What follows belongs to an exercise in optimizing a design on an open flow for small area and a short achievable clock period; a production flow would make more cautious choices.
At most, simulation tests tie the RTL to the original design; equivalence was not proved.

==> build 26: inputs <==
// top
module top #(parameter m = 7) (
    input clk,
    input signed [m-1:0] noise_in,
    output reg signed [2*m-1:0] filter_out
);
==> flow/config.mk <==
export PLATFORM = sky130hd
export DESIGN_NAME = top
export DESIGN_NICKNAME = top
export VERILOG_FILES = /design/flow/design.v
export SDC_FILE = /design/flow/constraint.sdc
export NUM_CORES = 4
export LEC_CHECK = 0
export CAP_MARGIN = 20
export CORE_MARGIN = 2
export CORE_UTILIZATION = 60
export CTS_BUF_LIST = sky130_fd_sc_hd__clkbuf_4
export SLEW_MARGIN = 20
export SYNTH_HIERARCHICAL = 1
==> flow/constraint.sdc <==
create_clock -name core_clock -period 10.0 [get_ports {clk}]
set_input_delay 2.0000 -clock core_clock [delete_from_list [all_inputs] [get_ports {clk}]]
set_output_delay 2.0000 -clock core_clock [all_outputs]
set_load 0.01 [all_outputs]
standard.sh (not shown) runs the stock make flow with config.mk's settings and CLKGATE_MAP_FILE= SYNTH_SCRIPT=/design/flow/synth_recipe.tcl, a recipe that flattens the netlist after the stock synthesis.
==> flow/flow/run.sh <==
#!/bin/bash
# The standard ORFS layout, with one change: the port buffers are buf_4
# cells instead of the delay buffer that buffer_ports picks by default, which
# puts about half a nanosecond on every path from an input.
set -euo pipefail
export BUFFER_PORTS_ARGS="-buffer_cell sky130_fd_sc_hd__buf_4"
bash standard.sh finish > standard.log 2>&1
==> inputs of build 57, as changes to build 26 <==
--- a/flow/design.v
+++ b/flow/design.v
@@ -117,11 +117,14 @@
     wire w49, w50, w51, w52, w53, w54, w55, w56, w57, w58, w59, w60;
     wire w61, w62, w63, w64, w65, w66, w67, w68, w69, w70, w71, w72;
     wire w73, w74, w75, w76, w77, w78, w79, w80, w81, w82, w83, w84;
     wire w85, w86, w87, w88, w89, w90, w91, w92, w93, w94, w95, w96;
     wire w97, w98, w99, w100, w101, w102, w103, w104, w105, w106, w107, w108;
-    wire w109, w110, w111, w112, w113, w125, w127, w128, w130, w131, w133;
+    wire w109, w110, w111, w112, w113, w114, w115, w116, w117, w118, w119, w120;
+    wire w121, w122, w123, w124, w125, w126, w127, w128, w129, w130, w131, w132;
+    wire w133, w134, w135, w136, w137, w138, w139, w140, w141, w142, w143, w144;
+    wire w145, w146, w147, w148;
     g_xor2 i1 (xr[2], xr[0], w1);
     g_xor2 i2 (pb[2], w1, w2);
     g_nand2 i3 (xr[2], xr[0], w3);
     g_nor2 i4 (xr[2], xr[0], w4);
     g_inv i5 (pb[2], w5);
@@ -198,63 +201,92 @@
     g_o21ai i76 (w75, w54, w57, w76);
     g_nand2b i77 (w55, w58, w77);
     g_inv i78 (w61, w78);
     g_o21ai i79 (w78, w57, w60, w79);
     g_nand2 i80 (w61, w58, w80);
-    g_o21ai i81 (w65, w36, w64, w81);
-    g_inv i82 (w63, w82);
-    g_o21ai i83 (w66, w82, w42, w83);
-    g_inv i84 (w64, w84);
-    g_a21oi i85 (w68, w84, w67, w85);
-    g_nand2b i86 (w65, w68, w86);
-    g_inv i87 (w42, w87);
-    g_a21oi i88 (w70, w87, w69, w88);
-    g_nand2b i89 (w66, w70, w89);
-    g_a21oi i90 (w72, w67, w71, w90);
-    g_nand2 i91 (w72, w68, w91);
-    g_a21oi i92 (w74, w69, w73, w92);
-    g_nand2 i93 (w74, w70, w93);
-    g_inv i94 (w77, w94);
-    g_a21oi i95 (w94, w71, w76, w95);
-    g_nand2b i96 (w77, w72, w96);
-    g_inv i97 (w80, w97);
-    g_a21oi i98 (w97, w73, w79, w98);
-    g_nand2b i99 (w80, w74, w99);
-    g_o21ai i100 (w86, w36, w85, w100);
-    g_inv i101 (w63, w101);
-    g_o21ai i102 (w89, w101, w88, w102);
-    g_inv i103 (w81, w103);
-    g_o21ai i104 (w91, w103, w90, w104);
-    g_inv i105 (w83, w105);
-    g_o21ai i106 (w93, w105, w92, w106);
-    g_o21ai i107 (w96, w85, w95, w107);
-    g_nor2 i108 (w96, w86, w108);
-    g_o21ai i109 (w99, w88, w98, w109);
-    g_nor2 i110 (w99, w89, w110);
-    g_inv i111 (w36, w111);
-    g_a21oi i112 (w108, w111, w107, w112);
-    g_a21oi i113 (w110, w63, w109, w113);
-    g_xor2 i114 (w38, 1'b0, y[0]);
-    g_xnor2 i115 (w41, w36, y[1]);
-    g_xor2 i116 (w2, w63, y[2]);
-    g_xor2 i117 (w44, w81, y[3]);
-    g_xor2 i118 (w47, w83, y[4]);
-    g_xor2 i119 (w50, w100, y[5]);
-    g_xor2 i120 (w53, w102, y[6]);
-    g_xor2 i121 (w56, w104, y[7]);
-    g_xor2 i122 (w59, w106, y[8]);
-    g_xnor2 i123 (w62, w112, y[9]);
-    g_xnor2 i124 (pb[10], w113, y[10]);
-    g_nand2b i125 (w113, pb[10], w125);
-    g_xnor2 i126 (pb[11], w125, y[11]);
-    g_nand2 i127 (pb[10], pb[11], w127);
-    g_nor2 i128 (w113, w127, w128);
-    g_xor2 i129 (pb[12], w128, y[12]);
-    g_nand2b i130 (w127, pb[12], w130);
-    g_nor2 i131 (w113, w130, w131);
-    g_xor2 i132 (pb[13], w131, y[13]);
-    g_nand2b i133 (w130, pb[13], w133);
+    g_nand2b i81 (w60, pb[10], w81);
+    g_nand2 i82 (pb[10], w61, w82);
+    g_nand2 i83 (pb[11], pb[10], w83);
+    g_nand2 i84 (pb[12], pb[11], w84);
+    g_nand2 i85 (pb[13], pb[12], w85);
+    g_o21ai i86 (w65, w36, w64, w86);
+    g_inv i87 (w63, w87);
+    g_o21ai i88 (w66, w87, w42, w88);
+    g_inv i89 (w64, w89);
+    g_a21oi i90 (w68, w89, w67, w90);
+    g_nand2b i91 (w65, w68, w91);
+    g_inv i92 (w42, w92);
+    g_a21oi i93 (w70, w92, w69, w93);
+    g_nand2b i94 (w66, w70, w94);
+    g_a21oi i95 (w72, w67, w71, w95);
+    g_nand2 i96 (w72, w68, w96);
+    g_a21oi i97 (w74, w69, w73, w97);
+    g_nand2 i98 (w74, w70, w98);
+    g_inv i99 (w77, w99);
+    g_a21oi i100 (w99, w71, w76, w100);
+    g_nand2b i101 (w77, w72, w101);
+    g_inv i102 (w80, w102);
+    g_a21oi i103 (w102, w73, w79, w103);
+    g_nand2b i104 (w80, w74, w104);
+    g_inv i105 (w82, w105);
+    g_inv i106 (w81, w106);
+    g_a21oi i107 (w105, w76, w106, w107);
+    g_nor2 i108 (w82, w77, w108);
+    g_nand2b i109 (w83, w79, w109);
+    g_nor2 i110 (w83, w80, w110);
+    g_nor2 i111 (w84, w81, w111);
+    g_nor2 i112 (w84, w82, w112);
+    g_nor2 i113 (w85, w83, w113);
+    g_o21ai i114 (w91, w36, w90, w114);
+    g_inv i115 (w63, w115);
+    g_o21ai i116 (w94, w115, w93, w116);
+    g_inv i117 (w86, w117);
+    g_o21ai i118 (w96, w117, w95, w118);
+    g_inv i119 (w88, w119);
+    g_o21ai i120 (w98, w119, w97, w120);
+    g_o21ai i121 (w101, w90, w100, w121);
+    g_nor2 i122 (w101, w91, w122);
+    g_o21ai i123 (w104, w93, w103, w123);
+    g_nor2 i124 (w104, w94, w124);
+    g_inv i125 (w108, w125);
+    g_o21ai i126 (w125, w95, w107, w126);
+    g_nand2b i127 (w96, w108, w127);
+    g_inv i128 (w110, w128);
+    g_o21ai i129 (w128, w97, w109, w129);
+    g_nand2b i130 (w98, w110, w130);
+    g_inv i131 (w112, w131);
+    g_inv i132 (w111, w132);
+    g_o21ai i133 (w131, w100, w132, w133);
+    g_nand2b i134 (w101, w112, w134);
+    g_nand2b i135 (w103, w113, w135);
+    g_nand2b i136 (w104, w113, w136);
+    g_inv i137 (w36, w137);
+    g_a21oi i138 (w122, w137, w121, w138);
+    g_a21oi i139 (w124, w63, w123, w139);
+    g_inv i140 (w127, w140);
+    g_a21oi i141 (w140, w86, w126, w141);
+    g_inv i142 (w130, w142);
+    g_a21oi i143 (w142, w88, w129, w143);
+    g_inv i144 (w134, w144);
+    g_a21oi i145 (w144, w114, w133, w145);
+    g_inv i146 (w136, w146);
+    g_inv i147 (w135, w147);
+    g_a21oi i148 (w146, w116, w147, w148);
+    g_xor2 i149 (w38, 1'b0, y[0]);
+    g_xnor2 i150 (w41, w36, y[1]);
+    g_xor2 i151 (w2, w63, y[2]);
+    g_xor2 i152 (w44, w86, y[3]);
+    g_xor2 i153 (w47, w88, y[4]);
+    g_xor2 i154 (w50, w114, y[5]);
+    g_xor2 i155 (w53, w116, y[6]);
+    g_xor2 i156 (w56, w118, y[7]);
+    g_xor2 i157 (w59, w120, y[8]);
+    g_xnor2 i158 (w62, w138, y[9]);
+    g_xnor2 i159 (pb[10], w139, y[10]);
+    g_xnor2 i160 (pb[11], w141, y[11]);
+    g_xnor2 i161 (pb[12], w143, y[12]);
+    g_xnor2 i162 (pb[13], w145, y[13]);
 endmodule
 module top #(parameter m = 7) (
     input clk,
     input signed [m-1:0] noise_in,
     output reg signed [2*m-1:0] filter_out
==> flow/flow/run.sh (replaced) <==
#!/bin/bash
# The standard ORFS layout, with one change: the port buffers are buf_4
# cells instead of the delay buffer that buffer_ports picks by default, which
# puts about half a nanosecond on every path from an input.
set -euo pipefail
export BUFFER_PORTS_ARGS="-buffer_cell sky130_fd_sc_hd__buf_4"
export SETUP_SLACK_MARGIN=7.1
export SETUP_MOVE_SEQUENCE=sizeup,swap
bash standard.sh finish > standard.log 2>&1
==> impl_metrics.py <==
metrics = {
    "synthesis": {
        "syn-instance-count": 508,
        "syn-cell-area_um2": 6620,
        "synth_common_cells": "124 x dfxtp_1, 118 x fa_1, 57 x inv_1",
        "ys_seq_area_share_pct": 37.5,
    },
    "route": {
        "wl_met3_um": 382,
    },
    "status": {
        "status": "timing/DRC/antenna clean",
    },
    "worst_setup_path": {
        "timing.rr.start": "d2[1]$_DFF_P_",
        "worstPathArrival_ps": 3460,
        "crit_start": "noise_in[4]",
    },
    "timing": {
        "grt_setup_unrepaired": "yes",
        "skew_ps": 14.6,
    },
    "grt": {
        "first_global_vias": 3988,
    },
    "placed_design": {
        "dp.cells": 674,
    },
}
-- figures above: build 57

==> impl_metrics.py <==
metrics = {
    "synthesis": {
        "syn-instance-count": 485,
        "syn-cell-area_um2": 6500,
        "synth_common_cells": "124 x dfxtp_1, 118 x fa_1, 48 x inv_1",
        "ys_seq_area_share_pct": 38.2,
    },
    "worst_setup_path": {
        "worstPathArrival_ps": 3700,
        "timing.rr.start": "s1[1]$_DFF_P_",
    },
    "placed_design": {
        "dp.cells": 651,
    },
    "status": {
        "status": "timing/DRC/antenna clean",
    },
    "route": {
        "wl_met3_um": 325,
    },
    "grt": {
        "first_global_vias": 3747,
    },
    "timing": {
        "grt_setup_unrepaired": "no",
        "skew_ps": 15.5,
    },
}
-- figures above: build 26

Only the layout flow was run in build 26; the RTL was not checked for function there.

-- port drivers added, routing unchanged --
The flow's constraints put no driver on any port. The routed layouts listed below were extracted and timed again, unchanged, in two steps. Step 1, drivers: a clkbuf_16 drives clk and a buf_2 each remaining input, both assumed. Step 2, shift: input delay + t, output delay - t, t = (earliest + latest rising clock arrival at the registers) / 2. This alone moves slack from input paths to output paths. Three values: ideal, step 1, step 2; two values: the first two.
run	shift t [ns]	slack for setup (ns)	worst hold slack (ns)
build 26	0.556	6.722 / 6.729 / 6.173	0.359 / 0.359 / 0.359
build 57	0.555	6.994 / 6.977 / 6.421	0.363 / 0.363 / 0.363
After both steps setup and hold are still met in every run listed. For build 57, which loses most, drivers alone change the setup slack by -0.017 ns; drivers and shift together by -0.573 ns.
